This design comes from an exercise in tuning for small area, a short achievable clock period and few clock cycles on the open sky130 flow, not from production work. At most, simulation tests tie the RTL to the original design; equivalence was not proved.

Setup of run B:
## riscv_cpu
module riscv_cpu (
    input         clk, reset,
    output [31:0] PC,
    input  [31:0] Instr,
    output        MemWrite,
    output [31:0] Mem_WrAddr, Mem_WrData,
    input  [31:0] ReadData
);
clock: 12.0 ns
lec_check: 0
cap_margin: 20
core_margin: 2
core_utilization: 35
setup_slack_margin: 5
slew_margin: 20
synth_hierarchical: 1
synth_minimum_keep_size: 20
standard.sh (not shown) runs the stock make flow with config.mk's settings and CLKGATE_MAP_FILE= SYNTH_SCRIPT=/design/flow/synth_recipe.tcl, a recipe that flattens the netlist after the stock synthesis.
==> flow/flow/run.sh <==
#!/bin/bash
# The standard layout (standard.sh), run in two parts, with these changes
# to how it is made (the SDC, with its clock period, is unchanged):
#  - timing repair aims at a setup margin of 7.9 ns up to CTS, and of 8.3 ns
#    at global routing (to leave room for what detailed routing adds)
#  - port buffers start as buf_4 instead of the delay buffer ORFS picks
#  - CTS: clkbuf_8 sink buffers, no dummy loads
# make's full output goes to flow_cts.log and flow_finish.log in this folder.
set -euo pipefail
COMMON=(
  "BUFFER_PORTS_ARGS=-buffer_cell sky130_fd_sc_hd__buf_4"
  "CTS_ARGS=-sink_clustering_enable -repair_clock_nets -dont_use_dummy_load -sink_clustering_buffer sky130_fd_sc_hd__clkbuf_8"
)
bash standard.sh "${COMMON[@]}" SETUP_SLACK_MARGIN=7.9 cts > flow_cts.log 2>&1
bash standard.sh "${COMMON[@]}" SETUP_SLACK_MARGIN=8.3 finish > flow_finish.log 2>&1
Testbench counts of run B, summed over its fixed seeds: cycles 781,420.
The inputs of run G differ from those of run B as listed below.
--- a/flow/design.v
+++ b/flow/design.v
@@ -102,44 +102,47 @@
 wire [31:0] immS = {{20{ir[31]}}, ir[31:25], ir[11:7]};
 wire [31:0] immU = {ir[31:12], 12'b0};
 wire [31:0] imm  = d_u ? immU : d_st ? immS : immI;
 wire [31:0] immB = {{20{ir[31]}}, ir[7], ir[30:25], ir[11:8], 1'b0};
 wire [31:0] immJ = {{12{ir[31]}}, ir[19:12], ir[20], ir[30:21], 1'b0};
 wire [31:0] d_tgt  = d_pc + (op[1] ? immJ : immB);
 wire [12:0] d_lo   = {1'b0, d_pc[11:0]} + {1'b0, immJ[11:0] & {12{op[1]}} | immB[11:0] & {12{~op[1]}}};
 wire        d_hi0  = op[1] ? (ir[19:12] == {8{ir[31]}}) : 1'b1;
 wire        d_fx   = d_hi0 & (d_lo[12] == ir[31]);
 wire [31:0] d_pcp4 = d_pc + 32'd4;
-wire [31:0] ex_res;
+wire [31:0] ex_res, sum;
 wire e_hit1 = e_wr & (e_rd == rs1);
 wire e_hit2 = e_wr & (e_rd == rs2);
 wire m_hit1 = m_wr & (m_rd == rs1);
 wire m_hit2 = m_wr & (m_rd == rs2);
 wire [31:0] dec1 = 32'b1 << rs1;
 wire [31:0] dec2 = 32'b1 << rs2;
 wire rf_a = ~d_u & ~e_hit1 & ~m_hit1;            
 wire rf_b = ~e_hit2 & ~m_hit2;
 wire [31:0] rf1, rf2, ra;
 reg_file rf (
     .clk(clk), .we(m_wr), .wa(m_rd), .wd(wb),
     .s1(dec1[31:1]), .s2(dec2[31:1]),
     .rd1(rf1), .rd2(rf2), .x1(ra)
 );
 wire ex_a = ~d_u & e_hit1;
 wire wb_a = ~d_u & ~e_hit1 & m_hit1;
 wire pc_a = d_u & ~d_lui;
-wire [31:0] a_in = (rf1 & {32{rf_a}}) | (ex_res & {32{ex_a}}) | (wb & {32{wb_a}}) | (d_pc & {32{pc_a}});
-wire [31:0] v2   = (rf2 & {32{rf_b}}) | (ex_res & {32{e_hit2}}) | (wb & {32{~e_hit2 & m_hit2}});
+wire [31:0] ex_oth;
+wire [31:0] a_in = (rf1 & {32{rf_a}}) | (sum & {32{ex_a & r_sum}}) | (ex_oth & {32{ex_a}}) |
+                   (wb & {32{wb_a}}) | (d_pc & {32{pc_a}});
+wire [31:0] v2   = (rf2 & {32{rf_b}}) | (sum & {32{e_hit2 & r_sum}}) | (ex_oth & {32{e_hit2}}) |
+                   (wb & {32{~e_hit2 & m_hit2}});
 wire stall = ir_v & e_ld & ((e_hit1 & use1) | (e_hit2 & use2));
 wire p       = d_fp;                              
 wire d_redir = ir_v & d_fp & ~d_fx;
-wire [31:0] sum = e_a + (e_b ^ {32{e_sub}}) + {31'b0, e_sub};
+assign sum = e_a + (e_b ^ {32{e_sub}}) + {31'b0, e_sub};
 reg [31:0] cl, ce;
 integer cs, ci;
 always @(*) begin
     cl = ~e_a & e_b;
     ce = ~(e_a ^ e_b);
     cl[31] = 1'b0;             
     ce[31] = 1'b1;
     for (cs = 1; cs < 32; cs = cs * 2)
         for (ci = 0; ci + cs < 32; ci = ci + 2 * cs) begin
             cl[ci + 2*cs - 1] = cl[ci + 2*cs - 1] | (ce[ci + 2*cs - 1] & cl[ci + cs - 1]);
@@ -170,20 +173,24 @@
         a_rev[k] = e_a[31-k];
         s_rev[k] = s5[31-k];
     end
 end
 wire [31:0] shres = e_shl ? s_rev : s5;
 reg [31:0] lres;
 integer q;
 always @(*)
     for (q = 0; q < 32; q = q + 1)
         lres[q] = r_lt[{e_a[q], e_b[q]}];
+assign ex_oth = (shres & {32{r_sh}})  |
+                {31'b0, (lt_s & r_slt) | (lt_u & r_sltu)} |
+                lres |
+                (e_x   & {32{r_link}});
 assign ex_res = (sum   & {32{r_sum}}) |
                 (shres & {32{r_sh}})  |
                 {31'b0, (lt_s & r_slt) | (lt_u & r_sltu)} |
                 lres |
                 (e_x   & {32{r_link}});
 wire [31:0] pc_early = redirect ? redirect_pc :
                        stall    ? pc_q :
                        d_redir  ? d_tgt :
                        f_jalr   ? ra : pcp4;
 wire        f_ok = ~redirect & ~stall & ~d_redir;
Results
Although it ran to completion, run G produced a layout that fails the final checks because of max-capacitance violations, max-slew violations.
Compared with run B, summed instance area of the synthesized netlist in run G increased slightly.
Where tightest hold margin is concerned, run B is better than run G.
As far as clock latency reported for the late side of the worst-skew pair is concerned, run B and run G perform about the same.
Across both runs, critical path depth was lower for run G than for run B.
Between run B and run G, cell area increased.
Only the layout flow was run in run G; the RTL was not checked for function there.

## port drivers added, routing unchanged
Ports are ideal in the flow. The routed layouts listed here were re-timed in OpenROAD. Step 1 assumes that a clkbuf_16 drives the clock port and a buf_2 every other input. Step 2 moves the port delays by t, midway between the first and last clock arrival at a register: inputs arrive t later, outputs are due t later. That takes back most of the time a late clock gives input paths. Slacks: ideal / step 1 / step 2; pairs: ideal / step 1.
run | shift t [ns] | setup WS [ns] | clock arrival spread, ns | worst data-port slew with drivers (ns) | pins driven straight from the clock port
run B | 0.868 | 8.055 / 8.055 / 7.316 | 0.096 / 0.096 | 0.10 | 1
run G | 0.853 | 7.946 / 7.946 / 7.314 | 0.095 / 0.094 | 0.11 | 1
For run B, which loses most, drivers alone change the setup slack by 0.000 ns; drivers and shift together by -0.739 ns.
